Optimization exercise on an open flow, not production practice. RTL: at most simulated, not proved equivalent. Power: default activity.

### flow/flow/run.sh
#!/bin/bash
set -euo pipefail
sed 's/SETUP_SLACK_MARGIN=[0-9.]*/SETUP_SLACK_MARGIN=7/' standard.sh > standard_margin.sh
grep -q 'SETUP_SLACK_MARGIN=7' standard_margin.sh
bash standard_margin.sh > flow_make.log 2>&1
### flow/constraint.sdc
create_clock -name core_clock -period 10.0 [get_ports {CLK}]
set_input_delay 2.0000 -clock core_clock [delete_from_list [all_inputs] [get_ports {CLK}]]
set_output_delay 2.0000 -clock core_clock [all_outputs]
set_load 0.01 [all_outputs]
### flow/design.v
module JAM (
	input				CLK,
	input				RST,
	output	reg	[2:0]	W,
	output	reg	[2:0]	J,
	input		[6:0]	Cost,
	output	reg	[3:0]	MatchCount,
	output	reg	[9:0]	MinCost,
	output	reg			Valid
);
localparam	S_A		= 4'd0;		 
localparam	S_SEL	= 4'd2;		 
localparam	S_C		= 4'd3;		 
localparam	S_D		= 4'd4;		 
localparam	S_AUG	= 4'd5;		 
localparam	S_B1	= 4'd7;		 
localparam	S_B2	= 4'd8;		 
localparam	S_CNT	= 4'd9;		 
localparam	S_DONE	= 4'd10;
localparam	S_UW	= 4'd6;		 
localparam	O_NONE	= 3'd0;
localparam	O_A		= 3'd1;
localparam	O_D		= 3'd3;
localparam	O_B1	= 3'd4;
localparam	O_B2	= 3'd5;
reg [3:0]	state;
reg [6:0]	nv   [0:7];		 
reg [7:0]	dst  [0:7];		 
reg [2:0]	pred [0:7];		 
reg [2:0]	p    [0:7];		 
reg [7:0]	mcol;			 
reg [7:0]	sc;				 
reg [8:0]	delta;			 
reg [7:0]	ur;				 
reg [7:0]	bv;				 
reg [2:0]	bj;				 
reg [2:0]	jc;				 
reg [2:0]	I;				 
reg			first;
reg [2:0]	op2;
reg [6:0]	c2;				 
reg [2:0]	j2;				 
reg [2:0]	w2;				 
reg			f2;				 
reg [8:0]	q2;				 
wire [6:0]	nvp = q2[6:0];
reg [7:0]	dstp;			 
function [3:0] next_free;
	input [7:0] b;
	input [3:0] a;
	integer k;
	begin
		next_free = 4'd8;
		for (k = 7; k >= 0; k = k - 1)
			if (!b[k] && (a[3] || k > a)) next_free = k;
	end
endfunction
function [2:0] col_of;
	input [2:0] r;
	input [23:0] pp;
	integer k;
	begin
		col_of = 3'd0;
		for (k = 0; k < 8; k = k + 1)
			if (pp[3*k +: 3] == r) col_of = k;
	end
endfunction
wire [23:0]	p_flat = {p[7], p[6], p[5], p[4], p[3], p[2], p[1], p[0]};
wire [8:0]	nd    = q2 + c2;
wire		upd   = nd < {1'b0, dstp};
wire		take  = f2 || (upd ? nd < {1'b0, bv} : dstp < bv);
wire [7:0]	d_a   = c2 + nvp;
wire [7:0]	tc    = d_a;
wire		tight = tc == ur;
wire [7:0]	onehot2 = 8'd1 << j2;
wire		take_a = j2 == 3'd0 || d_a < bv;
wire		take_f = (op2 == O_A) ? take_a : (op2 == O_D) && take;
wire [7:0]	val_f  = (op2 == O_A) ? d_a : (upd ? nd[7:0] : dstp);
wire [7:0]	bv_f   = take_f ? val_f : bv;
wire [2:0]	bj_f   = take_f ? j2 : bj;
wire		mc_f   = take_f ? mcol[j2] : mcol[bj];
wire [2:0]	p_f    = take_f ? p[j2] : p[bj];
wire		byp   = (op2 == O_B1 || op2 == O_B2) && j2 == J;
wire [6:0]	nvJ   = byp ? nvp : nv[J];
wire [7:0]	dstJ  = dst[J];
wire [6:0]	nv_upJ = ((state == S_A || ((state == S_B1 || state == S_B2) && W == 3'd0)) && sc[J]) ? nvJ + delta[6:0] - dstJ[6:0] : nvJ;
wire [6:0]	nv_iss = (state == S_A && I == 3'd0) ? 7'd0 : nv_upJ;
wire [8:0]	dq    = first ? delta - {2'b00, q2[6:0]} : delta;
wire [3:0]	n_sc  = next_free(sc, {1'b0, J});
wire [3:0]	n_mc  = next_free(mcol, {1'b0, J});
wire [3:0]	n_sc0 = next_free(sc, 4'd8);
wire [7:0]	onehotJ = 8'd1 << J;
wire [7:0]	trow  = dst[I];
wire [3:0]	n_cnt = next_free(~trow | sc, first ? 4'd8 : {1'b0, bj});
wire [2:0]	jbk   = pred[I - 3'd1];
wire [7:0]	sc_bk = sc & ~(8'd1 << jbk);
wire [3:0]	n_par = next_free(~dst[I - 3'd1] | sc_bk, {1'b0, jbk});
wire [7:0]	fr    = ~sc;
reg  [7:0]	f_lo, f_hi;
integer q;
always @(*) begin
	for (q = 0; q < 8; q = q + 1) begin
		f_lo[q] = fr[q] && ((fr & ((8'd1 << q) - 8'd1)) == 8'd0);
		f_hi[q] = fr[q] && ((fr & ~((8'd2 << q) - 8'd1)) == 8'd0);
	end
end
wire [7:0]	f_mid = fr & ~f_lo & ~f_hi;
wire [7:0]	t5    = dst[5];
wire [7:0]	t6    = dst[6];
wire [7:0]	t7    = dst[7];
wire [2:0]	ra    = {|(t5 & f_hi), |(t5 & f_mid), |(t5 & f_lo)};
wire [2:0]	rb    = {|(t6 & f_hi), |(t6 & f_mid), |(t6 & f_lo)};
wire [2:0]	rc    = {|(t7 & f_hi), |(t7 & f_mid), |(t7 & f_lo)};
wire [2:0]	c5    = {2'b00, ra[0] & rb[1] & rc[2]} + {2'b00, ra[0] & rb[2] & rc[1]}
					+ {2'b00, ra[1] & rb[0] & rc[2]} + {2'b00, ra[1] & rb[2] & rc[0]}
					+ {2'b00, ra[2] & rb[0] & rc[1]} + {2'b00, ra[2] & rb[1] & rc[0]};
always @(posedge CLK) begin
	if (RST) begin
		state		<= S_A;
		op2			<= O_NONE;
		I			<= 3'd0;
		W			<= 3'd0;
		J			<= 3'd0;
		mcol		<= 8'd0;
		sc			<= 8'd0;
		MinCost		<= 10'd0;
		MatchCount	<= 4'd0;
		Valid		<= 1'b0;
	end else begin
		c2	<= Cost;
		q2	<= (state == S_D) ? dq + {2'b00, nvJ} : {2'b00, nv_iss};
		dstp	<= dstJ;
		j2	<= J;
		w2	<= W;
		case (op2)
		O_A: begin
			nv[j2]	<= nvp;
			dst[j2]	<= d_a;
			pred[j2]	<= j2;
			sc[j2]	<= 1'b0;
			if (take_a) begin
				bv	<= d_a;
				bj	<= j2;
			end
		end
		O_D: begin
			if (upd) begin
				dst[j2]	<= nd[7:0];
				pred[j2]	<= jc;
			end
			if (take) begin
				bv	<= upd ? nd[7:0] : dstp;
				bj	<= j2;
			end
		end
		O_B1: begin
			nv[j2]	<= nvp;
			ur		<= tc;
			MinCost	<= MinCost + c2;
			bv		<= onehot2;
		end
		O_B2: begin
			nv[j2]	<= nvp;
			if (tight) bv[j2] <= 1'b1;
			if (f2) dst[w2] <= bv | (tight ? onehot2 : 8'd0);
		end
		default: ;
		endcase
		op2	<= O_NONE;
		f2	<= 1'b0;
		case (state)
		S_A: begin
			op2		<= O_A;
			J		<= J + 3'd1;
			if (J == 3'd7) state <= S_SEL;
		end
		S_SEL: begin
			delta	<= {1'b0, bv_f};
			J		<= bj_f;
			if (!mc_f) begin
				state	<= S_AUG;
			end else begin
				sc[bj_f]	<= 1'b1;
				jc		<= bj_f;
				W		<= p_f;
				state	<= S_C;
			end
		end
		S_C: begin
			delta	<= delta - {2'b00, Cost};
			J		<= n_sc0[2:0];
			first	<= 1'b1;
			state	<= S_D;
		end
		S_D: begin
			op2		<= O_D;
			f2		<= first;
			first	<= 1'b0;
			delta	<= dq;
			if (!n_sc[3]) J <= n_sc[2:0];
			else state <= S_SEL;
		end
		S_AUG: begin
			mcol[J]	<= 1'b1;
			if (pred[J] == J) begin
				p[J]	<= I;
				J		<= 3'd0;
				if (I == 3'd7) begin
					state	<= S_UW;
				end else begin
					I		<= I + 3'd1;
					W		<= I + 3'd1;
					state	<= S_A;
				end
			end else begin
				p[J]	<= p[pred[J]];
				J		<= pred[J];
			end
		end
		S_UW: begin
			W		<= 3'd0;
			J		<= col_of(3'd0, p_flat);
			state	<= S_B1;
		end
		S_B1: begin
			op2		<= O_B1;
			mcol	<= onehotJ;
			J		<= next_free(onehotJ, 4'd8);
			state	<= S_B2;
		end
		S_B2: begin
			op2		<= O_B2;
			if (!n_mc[3]) begin
				J		<= n_mc[2:0];
			end else begin
				f2		<= 1'b1;
				if (W == 3'd7) begin
					sc		<= 8'd0;
					I		<= 3'd0;
					first	<= 1'b1;
					state	<= S_CNT;
				end else begin
					W		<= W + 3'd1;
					J		<= col_of(W + 3'd1, p_flat);
					state	<= S_B1;
				end
			end
		end
		S_CNT: begin
			if (I == 3'd5) MatchCount <= MatchCount + {1'b0, c5};
			if (I != 3'd5 && !n_cnt[3]) begin
				pred[I]	<= n_cnt[2:0];
				sc[n_cnt[2:0]]	<= 1'b1;
				I		<= I + 3'd1;
				first	<= 1'b1;
			end else if (I == 3'd0) begin
				state	<= S_DONE;
			end else if (!n_par[3]) begin
				pred[I - 3'd1]	<= n_par[2:0];
				sc		<= sc_bk | (8'd1 << n_par[2:0]);
				first	<= 1'b1;
			end else begin
				I		<= I - 3'd1;
				sc		<= sc_bk;
				bj		<= jbk;
				first	<= 1'b0;
			end
		end
		default: begin
			Valid	<= 1'b1;
		end
		endcase
	end
end
endmodule
### flow/config.mk
export PLATFORM = sky130hd
export DESIGN_NAME = JAM
export DESIGN_NICKNAME = JAM
export VERILOG_FILES = /design/flow/design.v
export SDC_FILE = /design/flow/constraint.sdc
export NUM_CORES = 4
export LEC_CHECK = 0
export ABC_AREA = 1
export CAP_MARGIN = 20
export CORE_MARGIN = 2
export CORE_UTILIZATION = 40
export SETUP_SLACK_MARGIN = 5
export SLEW_MARGIN = 20
### flow/standard.sh
#!/bin/bash
# synth_recipe.tcl (not shown) runs the flow's synth.tcl, then flattens the netlist and writes it again
# the make line also repeats each setting of config.mk as NAME=value (left out here)
make -C /OpenROAD-flow-scripts/flow DESIGN_CONFIG=/design/flow/config.mk WORK_HOME=/design/flow/orfs CLKGATE_MAP_FILE= SYNTH_SCRIPT=/design/flow/synth_recipe.tcl "${@:-finish}"
==> impl_metrics.env, run 1 <==
export IMPL_critPathKind="reg -> reg"
export IMPL_syn_to_final_growth_pct=29.59
export IMPL_slew_headroom=0.3211
export IMPL_cellLeakagePower_nw=10.33
export IMPL_finalHoldViolCount=0
export IMPL_leading_post_synthesis_cells_by_cell_area="sky130_fd_sc_hd__edfxtp_1 (34%), sky130_fd_sc_hd__o21ai_0 (7.8%), sky130_fd_sc_hd__nand2_1 (7.6%)"
export IMPL_drv_slew=0
export IMPL_cts_buffers=36
export IMPL_detailed_place_hpwl_mm=55.83
export IMPL_synthDominantCellAreaShare=0.3439
export IMPL_final_setup_worst_slack_ns=5.777
export IMPL_finalWeightedCongestion=0.9725
export IMPL_max_cap_violations=0
export IMPL_ctsHtreeMaxLevel=2
export IMPL_drt_wirelength_per_cell_um=23.49
export IMPL_min_path_cells=2
export IMPL_number_of_global_route_vias_before_repair=19290
export IMPL_grt_pass1_wl_mm=119.2
export IMPL_fmax_mhz=236.8
export IMPL_ys_types=65
export IMPL_cp_slowest_cell="sky130_fd_sc_hd__edfxtp_1"
export IMPL_setup_viol_count_final=0
export IMPL_dpl_worst_slack_ns=4.659
export IMPL_timing_critical_path_fanout_max=7
export IMPL_postSynth_asyncResetShare=0
export IMPL_timing_hold_worst_class="reg -> reg"
export IMPL_cts_hold_repair_buffers=0
export IMPL_critical_path_reg2reg_endpoint="jc[1]"
export IMPL_initial_util=0.4037
export IMPL_worstSetupStartpointType="flip-flop"
export IMPL_hold_path_startpoint="Valid"
export IMPL_avg_inst_size_synth_um2=7.816
export IMPL_grt_use_total=0.2998
export IMPL_timing_final_crit_share=0.4223
export IMPL_worst_path_largest_cell_delay_ns=0.50
export IMPL_part_of_the_yosys_area_used_for_sequential_elements=0.4024
export IMPL_nFillCells=4598
export IMPL_r2r_start="q2[2]"
export IMPL_vdd_drop_max_uv=168.2
export IMPL_timing_clock_skew_ns=0.01303
export IMPL_dieHeight_um=228.6
export IMPL_place_port_buffers=29
export IMPL_synth_fp_nets=2700
export IMPL_worst_setup_path_startpoint="q2[2]"
export IMPL_tritoncts="yes"
export IMPL_postRouteWirelength_mm=81.17
export IMPL_outcome="timing/DRC/antenna clean"
export IMPL_vias_per_cell=5.896
export IMPL_crit_required_ns=10.27
export IMPL_synthDominantAreaCellType="sky130_fd_sc_hd__edfxtp_1"
export IMPL_core_area_um2=49970
export IMPL_number_of_antenna_violations_at_the_first_check_in_global_routing=1
export IMPL_pin_count_of_the_biggest_net_entering_global_routing=74
export IMPL_die_width_um=228.6
export IMPL_postSynth_topFlopCell="sky130_fd_sc_hd__edfxtp_1"
export IMPL_critPathCaptureType="flip-flop"
export IMPL_die_area_um2=52240
export IMPL_drc=0
export IMPL_postSynthCellCount=2581
export IMPL_antenna_viol_nets_final=0
export IMPL_clock_sink_count=290
export IMPL_fin_crit_ns=4.223
export IMPL_final_util=0.5232
export IMPL_clk_path_buf_depth=3
export IMPL_insertedDiodeCount=0
export IMPL_ios=30
export IMPL_globalRoute_totalOverflow=0
export IMPL_regToRegSetupSlack_ns=5.78
export IMPL_data_arrival_time_of_the_critical_path_ns=4.50
export IMPL_whs_endpoint="Valid"
export IMPL_crit_chain="ha_4 -> a21oi_2 -> nand2_2 -> a21oi_2 -> o21bai_2 -> nand2_1 -> nand2_1 -> a21oi_4 -> buf_4 -> buf_6 -> inv_1 -> ha_1 -> a21oi_2 -> or2_2 -> nand2_4 -> nand2_8 -> buf_12 -> nand2_8 -> nand2_8 -> nand2_2 -> nand3_4 -> nand2_2 -> nand2_4 -> nor2_4"
export IMPL_final_layout_size_suffix_gt1_frac=0.2476
export IMPL_count_of_flip_flops_with_a_built_in_enable_after_synthesis=231
export IMPL_syn_area_um2=20170
export IMPL_clk_insertion_delay_late_ns=0.57
export IMPL_initialDrtViolationCount=2119
export IMPL_clk_transition_reported_paths_ns=0.06
export IMPL_via_count=20370
export IMPL_p_per_area_nw_per_um2=272.9
export IMPL_register_to_register_path_depth=24
export IMPL_ctsRootBufferMaster="sky130_fd_sc_hd__clkbuf_16"
export IMPL_unrepaired_setup_endpoints_after_global_routing="yes"
export IMPL_fp_row_count=82
export IMPL_yosys_warnings=1
export IMPL_setup_tns_final_ns=0
export IMPL_drt_first_pass_iters=6
export IMPL_nNetsFinal=2874
export IMPL_tightestPinTransition_ns=1.009
export IMPL_yosys_register_bits=290
## registers in the layout, summed over array words and instances (netlist names), 9 cells and up, named ones only
register / count
MinCost: 10
delta: 9
dst: 64
nv: 56
p: 24
pred: 24
q2: 9
## area by class of cell
cell class / instances / area (um2) / area share
multi-input combinational: 1852 / 12210 / 0.4672
sequential: 290 / 8190 / 0.3133
timing repair buffer: 230 / 2205 / 0.08433
inverter: 341 / 1459 / 0.05581
clock buffer: 44 / 962.2 / 0.03681
tap: 672 / 840.8 / 0.03216
clock inverter: 22 / 231.5 / 0.008855
timing repair inverter: 4 / 40.04 / 0.001532
## cell families after synthesis
group                      Yosys count  share of synthesized area
buffers and inverters              442                    0.08733
adders and majority gates          110                    0.07381
xor gates and xnor gates            56                    0.02525
and+or+nand+nor                    911                     0.1924
AOI/OAI and AO/OA                  771                     0.2183
DFF                                290                     0.4024
muxes                                1                  0.0004962
## synthesized netlist by cell type, types with 3 or more instances
library cell                  n
sky130_fd_sc_hd__nand2_1    411
sky130_fd_sc_hd__o21ai_0    316
sky130_fd_sc_hd__inv_1      311
sky130_fd_sc_hd__nor2_1     276
sky130_fd_sc_hd__edfxtp_1   231
sky130_fd_sc_hd__a21oi_1    197
sky130_fd_sc_hd__nand3_1    100
sky130_fd_sc_hd__ha_1        95
sky130_fd_sc_hd__clkbuf_1    75
sky130_fd_sc_hd__o21ai_1     62
sky130_fd_sc_hd__dfxtp_1     59
sky130_fd_sc_hd__o211ai_1    43
sky130_fd_sc_hd__nor3_1      42
sky130_fd_sc_hd__o22ai_1     34
sky130_fd_sc_hd__xor2_1      33
sky130_fd_sc_hd__a31oi_1     30
sky130_fd_sc_hd__o221ai_1    22
sky130_fd_sc_hd__xnor2_1     22
sky130_fd_sc_hd__inv_2       17
sky130_fd_sc_hd__nor4_1      17
sky130_fd_sc_hd__fa_1        15
sky130_fd_sc_hd__nand4_1     14
sky130_fd_sc_hd__a211oi_1    13
sky130_fd_sc_hd__buf_2       13
sky130_fd_sc_hd__clkinv_1    12
sky130_fd_sc_hd__nand2_2      9
sky130_fd_sc_hd__o2111ai_1    9
sky130_fd_sc_hd__buf_6        8
sky130_fd_sc_hd__nand3b_1     7
sky130_fd_sc_hd__nand3_2      6
sky130_fd_sc_hd__a221oi_1     5
sky130_fd_sc_hd__nor2_4       5
sky130_fd_sc_hd__o21ai_4      5
sky130_fd_sc_hd__o311ai_0     5
sky130_fd_sc_hd__o41ai_1      5
sky130_fd_sc_hd__and3_1       4
sky130_fd_sc_hd__nor2_2       4
sky130_fd_sc_hd__o21bai_1     4
sky130_fd_sc_hd__o31ai_1      4
sky130_fd_sc_hd__or2_2        4
sky130_fd_sc_hd__or3_1        3
## critical path: cells and delay by family, from the launching register on
| family | cells | cell delay [ns] |
|---|---|---|
| DFF | 1 | 0.50 |
| buffers and inverters | 4 | 0.54 |
| AOI/OAI and AO/OA | 5 | 0.70 |
| and+or+nand+nor | 13 | 1.52 |
| adders and majority gates | 2 | 0.63 |
## worst max-delay path by stage
stage | endpoint
after floorplan | jc[0]
final | jc[1]
after global routing | jc[2]
after detailed placement | jc[1]
after CTS | jc[2]
after global placement | jc[1]
## layer usage
| metal | routed length (um) | part of all wire | track usage | vias to the layer above |
|---|---|---|---|---|
| li1 | - | - | - | 9337 |
| met1 | 32600 | 0.40 | 0.3836 | 9793 |
| met2 | 37670 | 0.46 | 0.4923 | 972 |
| met3 | 6327 | 0.078 | 0.05090 | 269 |
| met4 | 4575 | 0.056 | 0.1442 | 0 |
| met5 | 0 | 0 | 0 | - |
## power by group
part / switching [mW] / leakage (nW) / internal [mW]
combinational: 2.56 / 7.12 / 1.54
clock: 0.563 / 0.577 / 0.794
sequential: 0.154 / 2.63 / 1.53
total: 3.28 / 10.3 / 3.86
## cell usage in the layout (no fill, tap or decap), types with 31 or more instances in the layout
| master | netlist | layout |
|---|---|---|
| sky130_fd_sc_hd__nand2_2 | 9 | 36 |
| sky130_fd_sc_hd__nand3_1 | 100 | 73 |
| sky130_fd_sc_hd__inv_2 | 17 | 32 |
| sky130_fd_sc_hd__edfxtp_1 | 231 | 231 |
| sky130_fd_sc_hd__nor2_1 | 276 | 247 |
| sky130_fd_sc_hd__o21ai_1 | 62 | 83 |
| sky130_fd_sc_hd__a21oi_1 | 197 | 180 |
| sky130_fd_sc_hd__o21ai_0 | 316 | 249 |
| sky130_fd_sc_hd__nor3_1 | 42 | 34 |
| sky130_fd_sc_hd__buf_4 | 2 | 156 |
| sky130_fd_sc_hd__ha_1 | 95 | 75 |
| sky130_fd_sc_hd__buf_6 | 8 | 44 |
| sky130_fd_sc_hd__nand2_1 | 411 | 366 |
| sky130_fd_sc_hd__clkbuf_16 | 0 | 37 |
| sky130_fd_sc_hd__inv_1 | 311 | 273 |
| sky130_fd_sc_hd__o21ai_2 | 1 | 31 |
| sky130_fd_sc_hd__o211ai_1 | 43 | 43 |
## per-stage QoR
stage                     hold slack [ns]  std cells  cell area, um2  power (mW)
after detailed placement           0.4514       3206           21490       4.755
after global routing               0.4946       3455           26140       7.500
final                              0.4621       3455           26140       7.135
after CTS                          0.4546       3409           25360       6.819
after global placement             0.4421       3206           21490       4.709
after floorplan                    0.4532       2581           20900       3.828
## repair_timing
item,CTS,global route
pin swaps,100,73
gates resized for setup,490,109
gates cloned,8,1
setup buffers,129,45
setup endpoints to repair,434,297
Testbench counts, summed over its fixed seeds: cycles 11,742.
==> inputs of run 2 (changes only) <==
--- a/flow/design.v
+++ b/flow/design.v
@@ -45,6 +45,7 @@
 reg [8:0]	q2;				 
 wire [6:0]	nvp = q2[6:0];
 reg [7:0]	dstp;			 
+reg [2:0]	predp;			 
 function [3:0] next_free;
 	input [7:0] b;
 	input [3:0] a;
@@ -68,6 +69,7 @@
 wire [23:0]	p_flat = {p[7], p[6], p[5], p[4], p[3], p[2], p[1], p[0]};
 wire [8:0]	nd    = q2 + c2;
 wire		upd   = nd < {1'b0, dstp};
+wire [7:0]	dn    = upd ? nd[7:0] : dstp;
 wire		take  = f2 || (upd ? nd < {1'b0, bv} : dstp < bv);
 wire [7:0]	d_a   = c2 + nvp;
 wire [7:0]	tc    = d_a;
@@ -78,6 +80,7 @@
 wire [7:0]	val_f  = (op2 == O_A) ? d_a : (upd ? nd[7:0] : dstp);
 wire [7:0]	bv_f   = take_f ? val_f : bv;
 wire [2:0]	bj_f   = take_f ? j2 : bj;
+wire [7:0]	onehotbj = 8'd1 << bj;
 wire		mc_f   = take_f ? mcol[j2] : mcol[bj];
 wire [2:0]	p_f    = take_f ? p[j2] : p[bj];
 wire		byp   = (op2 == O_B1 || op2 == O_B2) && j2 == J;
@@ -130,6 +133,7 @@
 		c2	<= Cost;
 		q2	<= (state == S_D) ? dq + {2'b00, nvJ} : {2'b00, nv_iss};
 		dstp	<= dstJ;
+		predp	<= pred[J];
 		j2	<= J;
 		w2	<= W;
 		case (op2)
@@ -144,12 +148,10 @@
 			end
 		end
 		O_D: begin
-			if (upd) begin
-				dst[j2]	<= nd[7:0];
-				pred[j2]	<= jc;
-			end
+			dst[j2]	<= dn;
+			pred[j2]	<= upd ? jc : predp;
 			if (take) begin
-				bv	<= upd ? nd[7:0] : dstp;
+				bv	<= dn;
 				bj	<= j2;
 			end
 		end
@@ -177,14 +179,10 @@
 		S_SEL: begin
 			delta	<= {1'b0, bv_f};
 			J		<= bj_f;
-			if (!mc_f) begin
-				state	<= S_AUG;
-			end else begin
-				sc[bj_f]	<= 1'b1;
-				jc		<= bj_f;
-				W		<= p_f;
-				state	<= S_C;
-			end
+			jc		<= bj_f;
+			sc		<= (sc & ~((op2 == O_A) ? onehot2 : 8'd0)) | (take_f ? onehot2 : onehotbj);
+			if (mc_f) W <= p_f;
+			state	<= mc_f ? S_C : S_AUG;
 		end
 		S_C: begin
 			delta	<= delta - {2'b00, Cost};
==> flow/run.sh (new file) <==
#!/bin/bash
# synth_recipe.tcl (not shown) runs the flow's synth.tcl, then flattens the netlist and writes it again
# the make line also repeats each setting of config.mk as NAME=value (left out here)
make -C /OpenROAD-flow-scripts/flow DESIGN_CONFIG=/design/flow/config.mk WORK_HOME=/design/flow/orfs CLKGATE_MAP_FILE= SYNTH_SCRIPT=/design/flow/synth_recipe.tcl finish
removed: flow/flow/run.sh
removed: flow/standard.sh
==> run 2 against run 1 <==
Effect of this change: still clean on timing, DRC and antenna; via count decreased by 3.5%; flip-flop and latch count increased by 3; clock power about the same; first-iteration DRC count increased by 15%; highest routed layer unchanged; critical endpoint is now q2[6]; clock skew increased by 0.0049 ns; non-clock buffer count decreased by 165; die area increased by 0.63%; design area decreased by 14%; power decreased by 5.9%; combinational power decreased by 13%.
==> impl_metrics.env, run 2 <==
export IMPL_synth_common_cells="sky130_fd_sc_hd__nand2_1 (476), sky130_fd_sc_hd__inv_1 (334), sky130_fd_sc_hd__o21ai_0 (329)"
export IMPL_setup_tns_final_ns=0
export IMPL_hold_path_startpoint="MatchCount[3]"
export IMPL_count_of_flip_flops_with_a_built_in_enable_after_synthesis=234
export IMPL_drc=0
export IMPL_placed_cells_incl_taps=3257
export IMPL_unrepaired_setup_endpoints_after_global_routing="yes"
export IMPL_synth_fp_nets=2752
export IMPL_cts_hold_repair_buffers=0
export IMPL_timing_final_crit_share=0.4742
export IMPL_max_cap_violations=0
export IMPL_top_regs="dst x64, nv x56"
export IMPL_finalWeightedCongestion=1.037
export IMPL_p_per_area_nw_per_um2=297.8
export IMPL_largest_register="dst"
export IMPL_timing_clock_skew_ns=0.01796
export IMPL_cts_buffers=37
export IMPL_initialDrtViolationCount=2444
export IMPL_postSynth_asyncResetShare=0
export IMPL_place_port_buffers=29
export IMPL_drt_first_pass_iters=8
export IMPL_critPathCaptureType="flip-flop"
export IMPL_number_of_antenna_violations_at_the_first_check_in_global_routing=0
export IMPL_synthDominantAreaCellType="sky130_fd_sc_hd__edfxtp_1"
export IMPL_pin_count_of_the_biggest_net_entering_global_routing=85
export IMPL_fp_row_count=82
export IMPL_ctsHtreeMaxLevel=2
export IMPL_mostFrequentLayoutCells="sky130_fd_sc_hd__nand2_1 (473), sky130_fd_sc_hd__inv_1 (330), sky130_fd_sc_hd__o21ai_0 (329)"
export IMPL_via_count=19660
export IMPL_placedInstanceArea_um2=21210
export IMPL_register_to_register_path_depth=18
export IMPL_nFillCells=4986
export IMPL_tritoncts="yes"
export IMPL_postRouteWirelength_mm=77.25
export IMPL_drv_slew=0
export IMPL_drt_wirelength_per_cell_um=23.18
export IMPL_ctsRootBufferMaster="sky130_fd_sc_hd__clkbuf_16"
export IMPL_synthDominantCellAreaShare=0.3461
export IMPL_core_area_um2=50170
export IMPL_clock_sink_count=293
export IMPL_postSynthCellCount=2633
export IMPL_vias_per_cell=5.900
export IMPL_nNetsFinal=2751
export IMPL_slew_headroom=0.2280
export IMPL_netSwitchingPower_mw=3.209
export IMPL_vdd_drop_max_uv=130.7
export IMPL_largest_reg_flops=64
export IMPL_commonest_non_fill_non_tap_cell_in_the_layout="sky130_fd_sc_hd__nand2_1"
export IMPL_initial_util=0.4046
export IMPL_min_path_cells=1
export IMPL_clk_path_buf_depth=3
export IMPL_syn_to_final_growth_pct=11.11
export IMPL_timing_critical_path_fanout_max=84
export IMPL_seqPwrFrac=0.270
export IMPL_finalHoldViolCount=0
export IMPL_crit_required_ns=10.33
export IMPL_critPathKind="reg -> reg"
export IMPL_data_arrival_time_of_the_critical_path_ns=5.07
export IMPL_ys_types=67
export IMPL_clk_insertion_delay_late_ns=0.58
export IMPL_yosys_register_bits=293
export IMPL_timing_hold_worst_class="reg -> reg"
export IMPL_power_switching_share=0.4777
export IMPL_detailed_place_hpwl_mm=56.64
export IMPL_worstSetupStartpointType="flip-flop"
export IMPL_die_area_um2=52570
export IMPL_avg_inst_size_synth_um2=7.710
export IMPL_leading_post_synthesis_cells_by_cell_area="sky130_fd_sc_hd__edfxtp_1 (35%), sky130_fd_sc_hd__nand2_1 (8.8%), sky130_fd_sc_hd__o21ai_0 (8.1%)"
export IMPL_post_layout_nonfiller_instances=3333
export IMPL_final_util=0.4496
export IMPL_clockPowerShare=0.198
export IMPL_whs_endpoint="MatchCount[3]"
export IMPL_outcome="timing/DRC/antenna clean"
export IMPL_ios=30
export IMPL_grt_pass1_wl_mm=115.2
export IMPL_power_internal_mw=3.508
export IMPL_cellLeakagePower_nw=9.180
export IMPL_p_comb_frac=0.532
export IMPL_clk_transition_reported_paths_ns=0.06
export IMPL_part_of_the_yosys_area_used_for_sequential_elements=0.4043
export IMPL_worst_hold_slack_ns=0.4628
export IMPL_insertedDiodeCount=0
export IMPL_yosysMostFrequentCell="sky130_fd_sc_hd__nand2_1"
export IMPL_antenna_viol_nets_final=0
export IMPL_setup_viol_count_final=0
export IMPL_regToRegSetupSlack_ns=5.26
export IMPL_tightestPinTransition_ns=1.153
export IMPL_post_route_cell_area_um2=22560
export IMPL_critical_path_reg2reg_endpoint="q2[6]"
export IMPL_syn_area_um2=20300
export IMPL_grt_use_total=0.2877
export IMPL_fmax_mhz=210.9
export IMPL_die_width_um=229.3
export IMPL_final_layout_size_suffix_gt1_frac=0.06050
export IMPL_dieHeight_um=229.3
export IMPL_number_of_global_route_vias_before_repair=18690
export IMPL_globalRoute_totalOverflow=0
export IMPL_postSynth_topFlopCell="sky130_fd_sc_hd__edfxtp_1"
export IMPL_yosys_warnings=1
export IMPL_fin_crit_ns=4.742
==> run 2: changes by cell type after synthesis, sizes merged, moves of 9 or more <==
cell / change
clkbuf: +14
o21ai: -46
inv: +13
nor2: +11
buf: -9
nor4: -13
or2: +9
nand2: +58
==> run 2: area by class of cell <==
cell class,count,area [um2],share of cell area
sequential,293,8218,0.3643
timing repair buffer,65,576.8,0.02557
multi-input combinational,1888,10440,0.4626
clock buffer,47,993.5,0.04404
tap,672,840.8,0.03728
clock inverter,21,178.9,0.007932
inverter,347,1314,0.05824
==> run 2: worst max path at each step <==
stage          slack (ns)    end  cells after the start  startpoint
6_report             5.26  q2[6]                     18   flip-flop
4_1_cts              5.01   W[2]                     28       q2[0]
3_5_place_dp         4.81   W[0]                     28       q2[0]
5_1_grt              4.96   W[0]                     31       q2[2]
2_1_floorplan        5.69  q2[6]                     19   flip-flop
3_3_place_gp         4.87   W[0]                     30       q2[0]
==> run 2: metrics by stage <==
step / power (mW) / setup slack [ns]
after global routing: 7.184 / 4.965
after detailed placement: 5.242 / 4.808
after global placement: 5.203 / 4.872
after floorplan: 4.115 / 5.695
after CTS: 6.592 / 5.014
final: 6.717 / 5.258
==> run 2: kinds of logic (layout without fill, tap and decap cells) <==
family	after synthesis	in the layout	synth area share
fa+ha+maj	110	110	0.07334
compound gates	745	745	0.2123
simple gates	979	980	0.2009
flops	293	293	0.4043
xor+xnor	53	53	0.02361
buf+inv	453	480	0.08561
==> run 2: repair_timing <==
action                                  4_1_cts  5_1_grt
gates resized for setup                       3       26
buffers inserted                              0        6
cloned                                        0        1
pin swaps                                     0        1
endpoints found under the setup margin       48      120
==> run 2: power by group through the flow <==
stage,clock (mW),combinational (mW),sequential (mW)
6_report,1.33,3.57,1.81
5_1_grt,1.39,3.96,1.83
4_1_cts,1.34,3.43,1.82
3_5_place_dp,0,3.40,1.84
3_3_place_gp,0,3.36,1.84
2_1_floorplan,0,2.38,1.73
==> run 2: critical path: stages, from the launching register on <==
cell	delay (ns)
sky130_fd_sc_hd__dfxtp_2	0.30
sky130_fd_sc_hd__buf_4	0.29
sky130_fd_sc_hd__inv_2	0.11
sky130_fd_sc_hd__buf_4	0.67
sky130_fd_sc_hd__o21ai_0	0.21
sky130_fd_sc_hd__a221oi_1	0.46
sky130_fd_sc_hd__a31oi_1	0.27
sky130_fd_sc_hd__fa_1	0.63
sky130_fd_sc_hd__inv_1	0.04
sky130_fd_sc_hd__ha_1	0.34
sky130_fd_sc_hd__nand2_1	0.06
sky130_fd_sc_hd__o21ai_0	0.27
sky130_fd_sc_hd__nand2_1	0.09
sky130_fd_sc_hd__nand2_1	0.07
sky130_fd_sc_hd__a21oi_1	0.06
sky130_fd_sc_hd__xor2_1	0.17
sky130_fd_sc_hd__xnor2_1	0.15
sky130_fd_sc_hd__nor2_1	0.08
sky130_fd_sc_hd__o21ai_0	0.08
==> run 2: routing by layer <==
layer / share of wire / wire, um / vias up / GRT usage
met3: 0.080 / 6203 / 223 / 0.04768
met2: 0.46 / 35690 / 1054 / 0.4730
met5: 0 / 0 / - / 0
met1: 0.41 / 31420 / 9321 / 0.3680
met4: 0.051 / 3930 / 0 / 0.1390
li1: - / - / 9066 / -
Testbench counts of run 2, summed over its fixed seeds: cycles 11,742.
==> inputs of run 3 (changes only) <==
--- a/flow/config.mk
+++ b/flow/config.mk
@@ -8,6 +8,6 @@
 export ABC_AREA = 1
 export CAP_MARGIN = 20
 export CORE_MARGIN = 2
-export CORE_UTILIZATION = 40
+export CORE_UTILIZATION = 55
 export SETUP_SLACK_MARGIN = 5
 export SLEW_MARGIN = 20
==> run 3 against run 2 <==
Effect of this change: still clean on timing, DRC and antenna; core utilization increased by 16 points; sequential power is 2% higher; worst hold slack better by 0.0022 ns; first-iteration DRC count shrank 7.2%; clock power barely moved; combinational power hardly changed; maximum frequency is 3.1% lower; design area fell by 0.82%; die area shrank 27%; highest routed layer unchanged.
==> impl_metrics.env, run 3 <==
export IMPL_outcome="timing/DRC/antenna clean"
export IMPL_synth_fp_nets=2752
export IMPL_timing_hold_worst_class="reg -> reg"
export IMPL_max_cap_violations=0
export IMPL_setup_tns_final_ns=0
export IMPL_ios=30
export IMPL_postSynth_asyncResetShare=0
export IMPL_die_area_um2=38460
export IMPL_ys_types=67
export IMPL_netSwitchingPower_mw=3.194
export IMPL_count_of_flip_flops_with_a_built_in_enable_after_synthesis=234
export IMPL_cts_buffers=36
export IMPL_yosys_warnings=1
export IMPL_ctsHtreeMaxLevel=2
export IMPL_antenna_viol_nets_final=0
export IMPL_postSynth_topFlopCell="sky130_fd_sc_hd__edfxtp_1"
export IMPL_timing_final_crit_share=0.4894
export IMPL_placedInstanceArea_um2=20920
export IMPL_timing_critical_path_fanout_max=32
export IMPL_largest_register="dst"
export IMPL_crit_chain="clkdlybuf4s50_1 -> buf_4 -> nor3_1 -> buf_4 -> inv_1 -> or2_2 -> o21ai_0 -> nand2_1 -> nor2_1"
export IMPL_nNetsFinal=2753
export IMPL_critPathKind="in -> reg"
export IMPL_critPathCaptureType="flip-flop"
export IMPL_synthDominantAreaCellType="sky130_fd_sc_hd__edfxtp_1"
export IMPL_clockPowerShare=0.198
export IMPL_drv_slew=0
export IMPL_fmax_mhz=204.3
export IMPL_fin_crit_ns=4.894
export IMPL_core_area_um2=36520
export IMPL_postRouteWirelength_mm=74.46
export IMPL_top_regs="dst x64, nv x56"
export IMPL_nFillCells=3273
export IMPL_dieHeight_um=196.1
export IMPL_ctsRootBufferMaster="sky130_fd_sc_hd__clkbuf_16"
export IMPL_seqPwrFrac=0.274
export IMPL_final_setup_worst_slack_ns=5.106
export IMPL_clk_path_buf_depth=3
export IMPL_grt_use_total=0.3830
export IMPL_part_of_the_yosys_area_used_for_sequential_elements=0.4043
export IMPL_yosysMostFrequentCell="sky130_fd_sc_hd__nand2_1"
export IMPL_mostFrequentLayoutCells="sky130_fd_sc_hd__nand2_1 (473), sky130_fd_sc_hd__inv_1 (330), sky130_fd_sc_hd__o21ai_0 (327)"
export IMPL_cp_slowest_cell="sky130_fd_sc_hd__nor2_1"
export IMPL_worst_hold_slack_ns=0.4650
export IMPL_tritoncts="yes"
export IMPL_via_count=19800
export IMPL_postSynthCellCount=2633
export IMPL_synthDominantCellAreaShare=0.3461
export IMPL_syn_area_um2=20300
export IMPL_tightestPinTransition_ns=1.097
export IMPL_clock_sink_count=293
export IMPL_post_layout_nonfiller_instances=3130
export IMPL_initialDrtViolationCount=2268
export IMPL_worst_path_largest_cell_delay_ns=0.80
export IMPL_final_util=0.6126
export IMPL_leading_post_synthesis_cells_by_cell_area="sky130_fd_sc_hd__edfxtp_1 (35%), sky130_fd_sc_hd__nand2_1 (8.8%), sky130_fd_sc_hd__o21ai_0 (8.1%)"
export IMPL_vdd_drop_max_uv=172.4
export IMPL_placed_cells_incl_taps=3048
export IMPL_unrepaired_setup_endpoints_after_global_routing="no"
export IMPL_syn_to_final_growth_pct=10.21
export IMPL_globalRoute_totalOverflow=0
export IMPL_p_total_mw=6.749
export IMPL_initial_util=0.5558
export IMPL_die_width_um=196.1
export IMPL_number_of_antenna_violations_at_the_first_check_in_global_routing=2
export IMPL_largest_reg_flops=64
export IMPL_avg_inst_size_synth_um2=7.710
export IMPL_dpl_worst_slack_ns=4.047
export IMPL_yosys_register_bits=293
export IMPL_drt_wirelength_per_cell_um=23.79
export IMPL_place_port_buffers=29
export IMPL_p_per_area_nw_per_um2=301.7
export IMPL_finalHoldViolCount=0
export IMPL_critical_path_most_common_cell="sky130_fd_sc_hd__buf_4"
export IMPL_power_switching_share=0.4733
export IMPL_pin_count_of_the_biggest_net_entering_global_routing=60
export IMPL_clk_insertion_delay_late_ns=0.57
export IMPL_detailed_place_hpwl_mm=54.46
export IMPL_p_comb_frac=0.528
export IMPL_worstSetupStartpointType="input port"
export IMPL_clk_transition_reported_paths_ns=0.06
export IMPL_fp_row_count=70
export IMPL_cellLeakagePower_nw=9.206
export IMPL_grt_pass1_wl_mm=110.9
export IMPL_drc=0
export IMPL_drt_first_pass_iters=7
export IMPL_timing_clock_skew_ns=0.01688
export IMPL_data_arrival_time_of_the_critical_path_ns=5.09
export IMPL_vias_per_cell=6.327
export IMPL_finalWeightedCongestion=1.014
export IMPL_crit_required_ns=10.19
export IMPL_slew_headroom=0.2656
export IMPL_number_of_global_route_vias_before_repair=18930
export IMPL_synth_common_cells="sky130_fd_sc_hd__nand2_1 (476), sky130_fd_sc_hd__inv_1 (334), sky130_fd_sc_hd__o21ai_0 (329)"
export IMPL_final_layout_size_suffix_gt1_frac=0.06163
export IMPL_setup_viol_count_final=0
export IMPL_power_internal_mw=3.555
export IMPL_commonest_non_fill_non_tap_cell_in_the_layout="sky130_fd_sc_hd__nand2_1"
export IMPL_cts_hold_repair_buffers=0
export IMPL_post_route_cell_area_um2=22370
[run 3: logic make-up after synthesis]
group / synth area share
AND/OR/NAND/NOR: 0.2009
adder cells (fa/ha/maj): 0.07334
AO/OA/AOI/OAI: 0.2123
buffers and inverters: 0.08561
flip-flops: 0.4043
XOR/XNOR: 0.02361
[run 3: power by group through the flow]
stage          sequential, mW  combinational [mW]  clock (mW)
2_1_floorplan            1.73                2.38           0
3_3_place_gp             1.86                3.28           0
3_5_place_dp             1.87                3.35           0
4_1_cts                  1.84                3.39        1.35
5_1_grt                  1.86                3.92        1.38
6_report                 1.85                3.56        1.33
[run 3: worst paths after layout]
path / from / end / slack [ns] / cells after the start
max: RST / dst[0][4] / 5.11 / 9
min: MinCost[9] / MinCost[9] / 0.46 / 2
max reg2reg: flip-flop / q2[6] / 5.14 / 15
min reg2reg: MinCost[9] / MinCost[9] / 0.46 / 2
[run 3: area by class of cell]
type,instances,area (um2),area share
Timing Repair Buffer,67,585.6,0.02617
Clock inverter,19,229.0,0.01023
Clock buffer,46,958.4,0.04284
Antenna cell,1,2.502,0.0001119
Inverter,347,1325,0.05922
Multi-Input combinational cell,1889,10470,0.4678
Tap cell,468,585.6,0.02617
Sequential cell,293,8220,0.3674
[run 3: metal layers]
layer | global-route usage | vias up | wire length [um]
li1 | - | 9095 | -
met1 | 0.4785 | 9234 | 28240
met2 | 0.6234 | 1211 | 34140
met3 | 0.07186 | 263 | 7674
met4 | 0.2236 | 0 | 4400
met5 | 0 | - | 0
[run 3: timing repair]
action,4_1_cts,5_1_grt
resized for setup,11,31
pin swaps,0,1
endpoints found under the setup margin,71,127
hold endpoints to repair,0,0
setup buffers,1,13
cloned,0,2
[run 3: critical path, delay by kind of cell]
kind            cells  cell delay (ns)
buf+inv             4             1.22
simple gates        4             1.64
compound gates      1             0.20
==> inputs of run 4 (changes only) <==
==> flow/flow/run.sh (new file) <==
#!/bin/bash
set -euo pipefail
sed 's/SETUP_SLACK_MARGIN=[0-9.]*/SETUP_SLACK_MARGIN=7/' standard.sh > standard_margin.sh
grep -q 'SETUP_SLACK_MARGIN=7' standard_margin.sh
bash standard_margin.sh > flow_make.log 2>&1
==> flow/standard.sh (new file) <==
#!/bin/bash
# synth_recipe.tcl (not shown) runs the flow's synth.tcl, then flattens the netlist and writes it again
# the make line also repeats each setting of config.mk as NAME=value (left out here)
make -C /OpenROAD-flow-scripts/flow DESIGN_CONFIG=/design/flow/config.mk WORK_HOME=/design/flow/orfs CLKGATE_MAP_FILE= SYNTH_SCRIPT=/design/flow/synth_recipe.tcl "${@:-finish}"
--- a/flow/config.mk
+++ b/flow/config.mk
@@ -8,6 +8,6 @@
 export ABC_AREA = 1
 export CAP_MARGIN = 20
 export CORE_MARGIN = 2
-export CORE_UTILIZATION = 55
+export CORE_UTILIZATION = 40
 export SETUP_SLACK_MARGIN = 5
 export SLEW_MARGIN = 20
removed: flow/run.sh
==> run 4 against run 3 <==
Effect of this change: synthesized cell count did not move; critical path depth rose by 14; design area increased by 26%; via count rose by 9.9%; worst setup slack improved by 0.91 ns; core utilization is 4.9 points lower; sequential share of layout area fell by 7.4 points; combinational power is 54% higher; non-clock buffer count rose by 271; global-route usage is 5.3 points lower; register-to-register slack better by 0.88 ns; synthesized area unchanged; largest power group unchanged; highest routed layer unchanged.
==> impl_metrics.env, run 4 <==
export IMPL_outcome="timing/DRC/antenna clean"
export IMPL_dpl_worst_slack_ns=4.388
export IMPL_unrepaired_setup_endpoints_after_global_routing="yes"
export IMPL_yosys_warnings=1
export IMPL_p_per_area_nw_per_um2=308.2
export IMPL_cts_buffers=38
export IMPL_finalWeightedCongestion=0.9878
export IMPL_timing_final_crit_share=0.3980
export IMPL_p_comb_frac=0.628
export IMPL_clk_insertion_delay_late_ns=0.57
export IMPL_antenna_viol_nets_final=0
export IMPL_largest_reg_flops=64
export IMPL_yosysMostFrequentCell="sky130_fd_sc_hd__nand2_1"
export IMPL_dieHeight_um=229.3
export IMPL_drc=0
export IMPL_ctsHtreeMaxLevel=2
export IMPL_tightestPinTransition_ns=1.146
export IMPL_clk_transition_reported_paths_ns=0.05
export IMPL_critPathCaptureType="flip-flop"
export IMPL_fmax_mhz=251.2
export IMPL_critPathKind="reg -> reg"
export IMPL_nNetsFinal=3033
export IMPL_crit_required_ns=10.28
export IMPL_final_layout_size_suffix_gt1_frac=0.3000
export IMPL_via_count=21760
export IMPL_drt_first_pass_iters=6
export IMPL_clockPowerShare=0.164
export IMPL_synth_common_cells="sky130_fd_sc_hd__nand2_1 (476), sky130_fd_sc_hd__inv_1 (334), sky130_fd_sc_hd__o21ai_0 (329)"
export IMPL_ctsRootBufferMaster="sky130_fd_sc_hd__clkbuf_16"
export IMPL_critical_path_most_common_cell="sky130_fd_sc_hd__nand2_4"
export IMPL_yosys_register_bits=293
export IMPL_drv_slew=0
export IMPL_setup_viol_count_final=0
export IMPL_syn_area_um2=20300
export IMPL_initialDrtViolationCount=2587
export IMPL_crit_chain="ha_2 -> fa_2 -> nand3_2 -> nand2_4 -> a21oi_2 -> inv_1 -> or2_4 -> nand2_4 -> inv_6 -> ha_4 -> nand2_1 -> inv_1 -> nand2_1 -> nand2_2 -> nand2_4 -> buf_4 -> buf_4 -> nand3_2 -> o21ai_2 -> or2_2 -> o22ai_1 -> o21ai_2 -> inv_4"
export IMPL_ios=30
export IMPL_synth_fp_nets=2752
export IMPL_number_of_global_route_vias_before_repair=20920
export IMPL_count_of_flip_flops_with_a_built_in_enable_after_synthesis=234
export IMPL_fin_crit_ns=3.980
export IMPL_timing_hold_worst_class="reg -> reg"
export IMPL_initial_util=0.4046
export IMPL_core_area_um2=50170
export IMPL_pin_count_of_the_biggest_net_entering_global_routing=54
export IMPL_syn_to_final_growth_pct=39.19
export IMPL_detailed_place_hpwl_mm=56.80
export IMPL_slew_headroom=0.2329
export IMPL_largest_register="dst"
export IMPL_r2r_start="q2[0]"
export IMPL_top_regs="dst x64, nv x56"
export IMPL_placedInstanceArea_um2=21750
export IMPL_clock_sink_count=293
export IMPL_synthDominantCellAreaShare=0.3461
export IMPL_grt_pass1_wl_mm=130.4
export IMPL_setup_tns_final_ns=0
export IMPL_max_cap_violations=0
export IMPL_timing_clock_skew_ns=0.02640
export IMPL_number_of_antenna_violations_at_the_first_check_in_global_routing=1
export IMPL_globalRoute_totalOverflow=0
export IMPL_hold_path_startpoint="MatchCount[3]"
export IMPL_worst_path_dominant_cell_family="simple AND/OR/NAND/NOR gates"
export IMPL_data_arrival_time_of_the_critical_path_ns=4.26
export IMPL_postSynthCellCount=2633
export IMPL_cellLeakagePower_nw=11.53
export IMPL_postSynth_asyncResetShare=0
export IMPL_drt_wirelength_per_cell_um=24.84
export IMPL_tritoncts="yes"
export IMPL_finalHoldViolCount=0
export IMPL_worst_path_buf_inv=6
export IMPL_worstSetupStartpointType="flip-flop"
export IMPL_die_area_um2=52570
export IMPL_cp_slowest_cell="sky130_fd_sc_hd__edfxtp_1"
export IMPL_insertedDiodeCount=0
export IMPL_power_switching_share=0.4685
export IMPL_mostFrequentLayoutCells="sky130_fd_sc_hd__nand2_1 (394), sky130_fd_sc_hd__inv_1 (268), sky130_fd_sc_hd__nor2_1 (241)"
export IMPL_netSwitchingPower_mw=4.080
export IMPL_worst_setup_path_startpoint="q2[0]"
export IMPL_cts_hold_repair_buffers=0
export IMPL_avg_inst_size_synth_um2=7.710
export IMPL_leading_post_synthesis_cells_by_cell_area="sky130_fd_sc_hd__edfxtp_1 (35%), sky130_fd_sc_hd__nand2_1 (8.8%), sky130_fd_sc_hd__o21ai_0 (8.1%)"
export IMPL_worst_path_largest_cell_delay_ns=0.43
export IMPL_power_internal_mw=4.629
export IMPL_part_of_the_yosys_area_used_for_sequential_elements=0.4043
export IMPL_fp_row_count=82
export IMPL_postRouteWirelength_mm=89.79
export IMPL_p_total_mw=8.709
export IMPL_post_route_cell_area_um2=28260
export IMPL_ys_types=67
export IMPL_seqPwrFrac=0.207
export IMPL_timing_critical_path_fanout_max=8
export IMPL_commonest_non_fill_non_tap_cell_in_the_layout="sky130_fd_sc_hd__nand2_1"
export IMPL_vdd_drop_max_uv=185.8
export IMPL_synthDominantAreaCellType="sky130_fd_sc_hd__edfxtp_1"
export IMPL_postSynth_topFlopCell="sky130_fd_sc_hd__edfxtp_1"
export IMPL_final_setup_worst_slack_ns=6.020
export IMPL_die_width_um=229.3
export IMPL_vias_per_cell=6.020
export IMPL_place_port_buffers=29
export IMPL_clk_path_buf_depth=3
export IMPL_grt_use_total=0.3297
==> run 4: final cells by class <==
class	count	area, um2
clock buffers	50	1091
clock inverters	19	176.4
fillers	4360	21910
inverters	347	1544
multi-input cells	1890	12700
flip-flops and latches	293	8302
well taps	672	840.8
repair buffers	338	3553
repair inverters	6	47.55
==> run 4: power groups by stage <==
stage / logic, mW / registers (mW) / clock network, mW
after floorplan: 2.64 / 1.74 / 0
after global placement: 3.55 / 1.87 / 0
after detailed placement: 3.59 / 1.87 / 0
after CTS: 4.79 / 1.79 / 1.44
after global routing: 5.85 / 1.82 / 1.48
final: 5.47 / 1.81 / 1.43
==> run 4: per-layer routing <==
layer  part of all wire  GRT usage  vias up
li1                   -          -     9679
met2               0.45     0.5267     1276
met1               0.39     0.4168    10450
met4              0.071     0.2035        0
met5                  0          0        -
met3              0.088    0.05578      360
==> run 4: final timing paths <==
check	to	slack [ns]	cells past startpoint
worst max register to register	dst[4][4]	6.02	23
worst min register to register	MatchCount[3]	0.44	1
worst min-delay path	MatchCount[3]	0.44	1
worst max-delay path	dst[4][4]	6.02	23
==> run 4: cells by family (layout without fill, tap and decap cells) <==
family / count (synthesis) / in the layout / share of synthesized area
buf+inv: 453 / 760 / 0.08561
fa+ha+maj: 110 / 110 / 0.07334
flops: 293 / 293 / 0.4043
compound gates: 745 / 745 / 0.2123
simple gates: 979 / 982 / 0.2009
xor+xnor: 53 / 53 / 0.02361
==> run 4: repair_timing <==
item,4_1_cts,5_1_grt
endpoints found under the setup margin,412,312
gates cloned,20,0
buffers inserted,215,62
resized for setup,596,211
pin swaps,149,142
==> run 4: per-stage QoR <==
step | hold WS (ns) | utilization | cells
2_1_floorplan | 0.4535 | - | 2633
3_3_place_gp | 0.4532 | 0.4336 | 3248
3_5_place_dp | 0.4518 | 0.4336 | 3248
4_1_cts | 0.4448 | 0.5386 | 3552
5_1_grt | 0.4604 | 0.5632 | 3615
6_report | 0.4444 | 0.5632 | 3615
==> inputs of run 5 (changes only) <==
==> flow/flow/run.sh (replaced) <==
#!/bin/bash
set -euo pipefail
sed 's/SETUP_SLACK_MARGIN=[0-9.]*/SETUP_SLACK_MARGIN=6/' standard.sh > standard_margin.sh
grep -q 'SETUP_SLACK_MARGIN=6' standard_margin.sh
bash standard_margin.sh > flow_make.log 2>&1
--- a/flow/config.mk
+++ b/flow/config.mk
@@ -9,5 +9,7 @@
 export CAP_MARGIN = 20
 export CORE_MARGIN = 2
 export CORE_UTILIZATION = 40
+export CTS_BUF_LIST = sky130_fd_sc_hd__clkbuf_4 sky130_fd_sc_hd__clkbuf_8
+export CTS_CLUSTER_SIZE = 30
 export SETUP_SLACK_MARGIN = 5
 export SLEW_MARGIN = 20
==> run 5 against run 4 <==
Effect of this change: still clean on timing, DRC and antenna; flip-flop and latch count unchanged; synthesized area did not move; routed wire length decreased by 7.0%; sequential power is essentially flat.
==> impl_metrics.env, run 5 <==
export IMPL_worstSetupStartpointType="flip-flop"
export IMPL_nFillCells=4839
export IMPL_synth_common_cells="sky130_fd_sc_hd__nand2_1 (476), sky130_fd_sc_hd__inv_1 (334), sky130_fd_sc_hd__o21ai_0 (329)"
export IMPL_finalHoldViolCount=0
export IMPL_drt_first_pass_iters=9
export IMPL_drt_wirelength_per_cell_um=23.91
export IMPL_fp_row_count=82
export IMPL_p_per_area_nw_per_um2=301.0
export IMPL_drc=0
export IMPL_count_of_flip_flops_with_a_built_in_enable_after_synthesis=234
export IMPL_dieHeight_um=229.3
export IMPL_nNetsFinal=2892
export IMPL_core_area_um2=50170
export IMPL_final_setup_worst_slack_ns=5.992
export IMPL_ff_latch_area_um2=8248
export IMPL_postSynthCellCount=2633
export IMPL_grt_pass1_wl_mm=120.5
export IMPL_drv_slew=0
export IMPL_grt_use_total=0.3021
export IMPL_syn_to_final_growth_pct=22.72
export IMPL_postRouteWirelength_mm=83.48
export IMPL_ctsHtreeMaxLevel=2
export IMPL_tightestPinTransition_ns=0.9758
export IMPL_largest_register="dst"
export IMPL_initial_util=0.4046
export IMPL_worst_path_dominant_cell_family="compound AO/OA/AOI/OAI gates"
export IMPL_via_count=20910
export IMPL_fin_crit_ns=4.008
export IMPL_setup_viol_count_final=0
export IMPL_part_of_the_yosys_area_used_for_sequential_elements=0.4043
export IMPL_worst_hold_slack_ns=0.4619
export IMPL_clock_sink_count=293
export IMPL_worst_path_buf_inv=3
export IMPL_antenna_viol_nets_final=0
export IMPL_max_cap_violations=0
export IMPL_crit_required_ns=10.45
export IMPL_vdd_drop_max_uv=152.2
export IMPL_avg_inst_size_synth_um2=7.710
export IMPL_postSynth_asyncResetShare=0
export IMPL_synth_xor_xnor_area_share=0.02361
export IMPL_commonest_non_fill_non_tap_cell_in_the_layout="sky130_fd_sc_hd__nand2_1"
export IMPL_yosysMostFrequentCell="sky130_fd_sc_hd__nand2_1"
export IMPL_number_of_global_route_vias_before_repair=19510
export IMPL_critPathKind="reg -> reg"
export IMPL_initialDrtViolationCount=2944
export IMPL_mostFrequentLayoutCells="sky130_fd_sc_hd__nand2_1 (442), sky130_fd_sc_hd__o21ai_0 (298), sky130_fd_sc_hd__inv_1 (297)"
export IMPL_worst_path_largest_cell_delay_ns=0.50
export IMPL_multi_input_area_um2=11340
export IMPL_timing_clock_skew_ns=0.04972
export IMPL_clk_transition_reported_paths_ns=0.06
export IMPL_synth_compound_area_frac=0.2123
export IMPL_yosys_register_bits=293
export IMPL_largest_reg_flops=64
export IMPL_fmax_mhz=249.5
export IMPL_cts_buffers=55
export IMPL_finalWeightedCongestion=0.9829
export IMPL_clk_path_buf_depth=3
export IMPL_postSynth_topFlopCell="sky130_fd_sc_hd__edfxtp_1"
export IMPL_slew_headroom=0.3471
export IMPL_timing_hold_worst_class="reg -> reg"
export IMPL_synth_simple_gate_area_frac=0.2009
export IMPL_timing_critical_path_fanout_max=8
export IMPL_timing_final_crit_share=0.4008
export IMPL_clk_insertion_delay_late_ns=0.68
export IMPL_pin_count_of_the_biggest_net_entering_global_routing=62
export IMPL_top_regs="dst x64, nv x56"
export IMPL_synthDominantCellAreaShare=0.3461
export IMPL_critPathCaptureType="flip-flop"
export IMPL_synth_fp_nets=2752
export IMPL_p_total_mw=7.499
export IMPL_dpl_worst_slack_ns=4.012
export IMPL_detailed_place_hpwl_mm=56.92
export IMPL_die_width_um=229.3
export IMPL_setup_tns_final_ns=0
export IMPL_yosys_warnings=1
export IMPL_leading_post_synthesis_cells_by_cell_area="sky130_fd_sc_hd__edfxtp_1 (35%), sky130_fd_sc_hd__nand2_1 (8.8%), sky130_fd_sc_hd__o21ai_0 (8.1%)"
export IMPL_synth_mux_area_fraction=0
export IMPL_cts_hold_repair_buffers=0
export IMPL_number_of_antenna_violations_at_the_first_check_in_global_routing=5
export IMPL_die_area_um2=52570
export IMPL_vias_per_cell=5.987
export IMPL_main_combinational_cell_family_by_area_after_synthesis="compound AO/OA/AOI/OAI gates"
export IMPL_data_arrival_time_of_the_critical_path_ns=4.46
export IMPL_cp_slowest_cell="sky130_fd_sc_hd__o21ai_0"
export IMPL_ys_types=67
export IMPL_outcome="timing/DRC/antenna clean"
export IMPL_synthAdderAreaFrac=0.07334
export IMPL_tritoncts="yes"
export IMPL_synthDominantAreaCellType="sky130_fd_sc_hd__edfxtp_1"
export IMPL_place_port_buffers=29
export IMPL_syn_area_um2=20300
export IMPL_final_layout_size_suffix_gt1_frac=0.1774
export IMPL_unrepaired_setup_endpoints_after_global_routing="yes"
export IMPL_final_util=0.4966
export IMPL_crit_chain="ha_1 -> a21oi_1 -> nand2_2 -> buf_4 -> xor2_4 -> ha_4 -> and3_1 -> nand2_1 -> nand2_1 -> nand2_1 -> nand2_2 -> nand2_4 -> buf_4 -> nand3_2 -> nand2_1 -> o21ai_0 -> o21ai_0 -> o21ai_1 -> inv_2"
export IMPL_ios=30
export IMPL_critical_path_most_common_cell="sky130_fd_sc_hd__nand2_1"
export IMPL_ctsRootBufferMaster="sky130_fd_sc_hd__clkbuf_8"
export IMPL_globalRoute_totalOverflow=0
export IMPL_cellLeakagePower_nw=10.15
[run 5: cell counts after synthesis]
Identical to the previous run, type by type.
[run 5: path summary, 6_finish.rpt]
kind / slack [ns] / depth (start not counted) / startpoint / end
max: 5.99 / 19 / q2[3] / dst[5][5]
min: 0.46 / 1 / MatchCount[3] / MatchCount[3]
max reg2reg: 5.99 / 19 / q2[3] / dst[5][5]
min reg2reg: 0.46 / 1 / MatchCount[3] / MatchCount[3]
[run 5: power by group]
group | switching, mW | leakage (nW) | internal [mW]
clock network | 0.578 | 0.638 | 0.767
logic | 2.84 | 6.88 | 1.53
registers | 0.156 | 2.63 | 1.63
total | 3.58 | 10.1 | 3.92
[run 5: logic make-up (layout without fill, tap and decap cells)]
logic type | Yosys count | count (layout)
and+or+nand+nor | 979 | 983
AOI/OAI and AO/OA | 745 | 746
buffers and inverters | 453 | 634
DFF | 293 | 293
adders and majority gates | 110 | 110
xor gates and xnor gates | 53 | 53
other | 0 | 1
[run 5: stage by stage]
step | cells | area, um2
final | 3492 | 24910
after global routing | 3492 | 24910
after CTS | 3422 | 23740
after detailed placement | 3261 | 21260
after global placement | 3261 | 21260
after floorplan | 2633 | 20330
[run 5: timing repair]
item,4_1_cts,5_1_grt
pin swaps,24,54
endpoints found under the hold margin,0,0
setup buffers,52,62
setup endpoints to repair,330,246
gates resized for setup,207,140
cloned,6,7
[run 5: layout make-up]
class,instances,area share
multi-input combinational,1892,0.4553
sequential,293,0.3311
timing repair buffer,184,0.07353
inverter,347,0.05660
clock buffer,71,0.03546
tap,672,0.03375
clock inverter,32,0.01416
antenna,1,0.0001004
[run 5: layer usage]
metal / GRT usage / vias to the layer above / routed length (um)
li1: - / 9399 / -
met5: 0 / - / 12
met3: 0.05129 / 289 / 7839
met1: 0.3890 / 10010 / 32940
met4: 0.1540 / 2 / 4641
met2: 0.4891 / 1213 / 38040
==> inputs of run 6 (changes only) <==
--- a/flow/config.mk
+++ b/flow/config.mk
@@ -9,7 +9,5 @@
 export CAP_MARGIN = 20
 export CORE_MARGIN = 2
 export CORE_UTILIZATION = 40
-export CTS_BUF_LIST = sky130_fd_sc_hd__clkbuf_4 sky130_fd_sc_hd__clkbuf_8
-export CTS_CLUSTER_SIZE = 30
 export SETUP_SLACK_MARGIN = 5
 export SLEW_MARGIN = 20
==> run 6 against run 5 <==
Effect of this change: flip-flop and latch count stayed put; design area is 0.13% higher; register-to-register slack better by 0.06 ns; clock-buffer cell count is 23 lower; sequential power hardly changed; highest routed layer is now met4; critical path depth is 11 lower; global-route usage is 0.15 points lower; still clean; maximum frequency is 1.1% higher.
==> impl_metrics.env, run 6 <==
export IMPL_commonest_non_fill_non_tap_cell_in_the_layout="sky130_fd_sc_hd__nand2_1"
export IMPL_vdd_drop_max_uv=161.4
export IMPL_synthDominantCellAreaShare=0.3461
export IMPL_grt_pass1_wl_mm=120.0
export IMPL_cp_slowest_cell="sky130_fd_sc_hd__clkdlybuf4s50_1"
export IMPL_main_combinational_cell_family_by_area_after_synthesis="compound AO/OA/AOI/OAI gates"
export IMPL_initial_util=0.4046
export IMPL_critical_path_most_common_cell="sky130_fd_sc_hd__buf_6"
export IMPL_crit_chain="clkdlybuf4s50_1 -> buf_6 -> nor3_2 -> buf_6 -> buf_4 -> o21ai_0 -> nand2_2 -> nor2_4"
export IMPL_p_per_area_nw_per_um2=303.8
export IMPL_setup_viol_count_final=0
export IMPL_drc=0
export IMPL_synth_simple_gate_area_frac=0.2009
export IMPL_crit_required_ns=10.24
export IMPL_yosys_register_bits=293
export IMPL_place_port_buffers=29
export IMPL_via_count=20580
export IMPL_grtUsageMet1=0.3912
export IMPL_ctsHtreeMaxLevel=2
export IMPL_synthDominantAreaCellType="sky130_fd_sc_hd__edfxtp_1"
export IMPL_clk_path_buf_depth=3
export IMPL_postRouteWirelength_mm=82.57
export IMPL_synth_compound_area_frac=0.2123
export IMPL_ios=30
export IMPL_core_area_um2=50170
export IMPL_globalRoute_totalOverflow=0
export IMPL_outcome="timing/DRC/antenna clean"
export IMPL_finalWeightedCongestion=0.9829
export IMPL_number_of_antenna_violations_at_the_first_check_in_global_routing=1
export IMPL_nNetsFinal=2859
export IMPL_synth_mux_area_fraction=0
export IMPL_insertedDiodeCount=0
export IMPL_post_layout_nonfiller_instances=3440
export IMPL_grt_use_total=0.3006
export IMPL_hold_path_startpoint="MatchCount[3]"
export IMPL_final_util=0.4972
export IMPL_post_route_cell_area_um2=24940
export IMPL_die_width_um=229.3
export IMPL_fp_row_count=82
export IMPL_unrepaired_setup_endpoints_after_global_routing="yes"
export IMPL_pin_count_of_the_biggest_net_entering_global_routing=62
export IMPL_dieHeight_um=229.3
export IMPL_part_of_the_yosys_area_used_for_sequential_elements=0.4043
export IMPL_die_area_um2=52570
export IMPL_clk_insertion_delay_late_ns=0.58
export IMPL_largest_reg_flops=64
export IMPL_drv_slew=0
export IMPL_p_total_mw=7.578
export IMPL_yosys_warnings=1
export IMPL_vias_per_cell=5.982
export IMPL_setup_tns_final_ns=0
export IMPL_tritoncts="yes"
export IMPL_mostFrequentLayoutCells="sky130_fd_sc_hd__nand2_1 (434), sky130_fd_sc_hd__inv_1 (302), sky130_fd_sc_hd__o21ai_0 (295)"
export IMPL_avg_inst_size_synth_um2=7.710
export IMPL_worst_setup_path_startpoint="RST"
export IMPL_slew_headroom=0.3221
export IMPL_clock_sink_count=293
export IMPL_number_of_global_route_vias_before_repair=19220
export IMPL_drt_wirelength_per_cell_um=24.00
export IMPL_worst_path_buf_inv=4
export IMPL_count_of_flip_flops_with_a_built_in_enable_after_synthesis=234
export IMPL_cts_hold_repair_buffers=0
export IMPL_worst_path_dominant_cell_family="buffers and inverters"
export IMPL_clk_transition_reported_paths_ns=0.05
export IMPL_critPathKind="in -> reg"
export IMPL_drt_first_pass_iters=8
export IMPL_leading_post_synthesis_cells_by_cell_area="sky130_fd_sc_hd__edfxtp_1 (35%), sky130_fd_sc_hd__nand2_1 (8.8%), sky130_fd_sc_hd__o21ai_0 (8.1%)"
export IMPL_detailed_place_hpwl_mm=56.92
export IMPL_timing_clock_skew_ns=0.03139
export IMPL_synth_common_cells="sky130_fd_sc_hd__nand2_1 (476), sky130_fd_sc_hd__inv_1 (334), sky130_fd_sc_hd__o21ai_0 (329)"
export IMPL_postSynth_asyncResetShare=0
export IMPL_r2r_start="op2[2]"
export IMPL_postSynth_topFlopCell="sky130_fd_sc_hd__edfxtp_1"
export IMPL_ctsRootBufferMaster="sky130_fd_sc_hd__clkbuf_16"
export IMPL_placed_cells_incl_taps=3261
export IMPL_finalHoldViolCount=0
export IMPL_final_layout_size_suffix_gt1_frac=0.1662
export IMPL_data_arrival_time_of_the_critical_path_ns=4.20
export IMPL_syn_to_final_growth_pct=22.87
export IMPL_timing_hold_worst_class="reg -> reg"
export IMPL_antenna_viol_nets_final=0
export IMPL_timing_final_crit_share=0.3963
export IMPL_worstSetupStartpointType="input port"
export IMPL_critPathCaptureType="flip-flop"
export IMPL_fin_crit_ns=3.963
export IMPL_synth_xor_xnor_area_share=0.02361
export IMPL_grt_util_met2=0.4799
export IMPL_postSynthCellCount=2633
export IMPL_timing_critical_path_fanout_max=32
export IMPL_largest_register="dst"
export IMPL_cts_buffers=37
export IMPL_synth_fp_nets=2752
export IMPL_max_cap_violations=0
export IMPL_globalRoute_busiestLayer="met2"
export IMPL_top_regs="dst x64, nv x56"
export IMPL_grt_util_met3=0.04793
export IMPL_synthAdderAreaFrac=0.07334
export IMPL_initialDrtViolationCount=2613
export IMPL_yosysMostFrequentCell="sky130_fd_sc_hd__nand2_1"
export IMPL_cellLeakagePower_nw=10.09
export IMPL_worst_path_largest_cell_delay_ns=0.47
export IMPL_syn_area_um2=20300
export IMPL_placedInstanceArea_um2=21260
export IMPL_ys_types=67
export IMPL_fmax_mhz=252.3
export IMPL_tightestPinTransition_ns=1.013
-- run 6: final timing paths --
kind                    to  slack [ns]  cells past startpoint
max              dst[6][7]        6.04                      8
min          MatchCount[3]        0.46                      1
max reg2reg          q2[6]        6.05                     18
min reg2reg  MatchCount[3]        0.46                      1
-- run 6: worst reg2reg max path: stages (launching register included) --
cell                       delay, ns
sky130_fd_sc_hd__dfxtp_1        0.33
sky130_fd_sc_hd__inv_1          0.05
sky130_fd_sc_hd__nor2_2         0.29
sky130_fd_sc_hd__inv_2          0.18
sky130_fd_sc_hd__a2111o_1       0.61
sky130_fd_sc_hd__o21ai_2        0.25
sky130_fd_sc_hd__inv_1          0.07
sky130_fd_sc_hd__fa_1           0.48
sky130_fd_sc_hd__inv_1          0.05
sky130_fd_sc_hd__ha_1           0.36
sky130_fd_sc_hd__a21oi_2        0.18
sky130_fd_sc_hd__o21ai_2        0.09
sky130_fd_sc_hd__nand2_1        0.06
sky130_fd_sc_hd__nand2_1        0.05
sky130_fd_sc_hd__a21oi_2        0.16
sky130_fd_sc_hd__xor2_1         0.20
sky130_fd_sc_hd__xnor2_1        0.10
sky130_fd_sc_hd__nor2_1         0.10
sky130_fd_sc_hd__o21ai_1        0.08
-- run 6: cells by family after synthesis --
group | count (synthesis)
AND/OR/NAND/NOR | 979
buffers and inverters | 453
XOR/XNOR | 53
flip-flops | 293
adder cells (fa/ha/maj) | 110
AO/OA/AOI/OAI | 745
-- run 6: per-stage QoR --
| stage | setup slack, ns | hold slack, ns |
|---|---|---|
| after floorplan | 6.003 | 0.4538 |
| after global placement | 4.190 | 0.4434 |
| after detailed placement | 4.012 | 0.4425 |
| after CTS | 5.922 | 0.4575 |
| after global routing | 5.880 | 0.4741 |
| final | 6.037 | 0.4586 |
-- run 6: repair_timing --
| action | in CTS | in global routing |
|---|---|---|
| gates resized for setup | 199 | 169 |
| pin swaps | 25 | 61 |
| buffers inserted | 53 | 48 |
| cloned | 5 | 6 |
| setup endpoints to repair | 330 | 252 |
-- run 6: area by class of cell --
cell class              count  area [um2]
repair buffers            170        1714
well taps                 672       840.8
clock buffers              48        1072
inverters                 347        1408
multi-input cells        1891       11430
clock inverters            19       235.2
flip-flops and latches    293        8248
fillers                  4800       25230
-- run 6: power by group --
group | total (mW) | switching [mW] | internal, mW
clock | 1.46 | 0.568 | 0.889
sequential | 1.79 | 0.162 | 1.63
combinational | 4.33 | 2.83 | 1.51
total | 7.58 | 3.56 | 4.02
-- run 6: layer usage --
layer  vias to the layer above  routed length (um)  part of all wire
li1                       9294                   -                 -
met1                      9829               32740              0.40
met2                      1171               37280              0.45
met3                       283                7558             0.092
met4                         0                4994             0.060
met5                         -                   0                 0
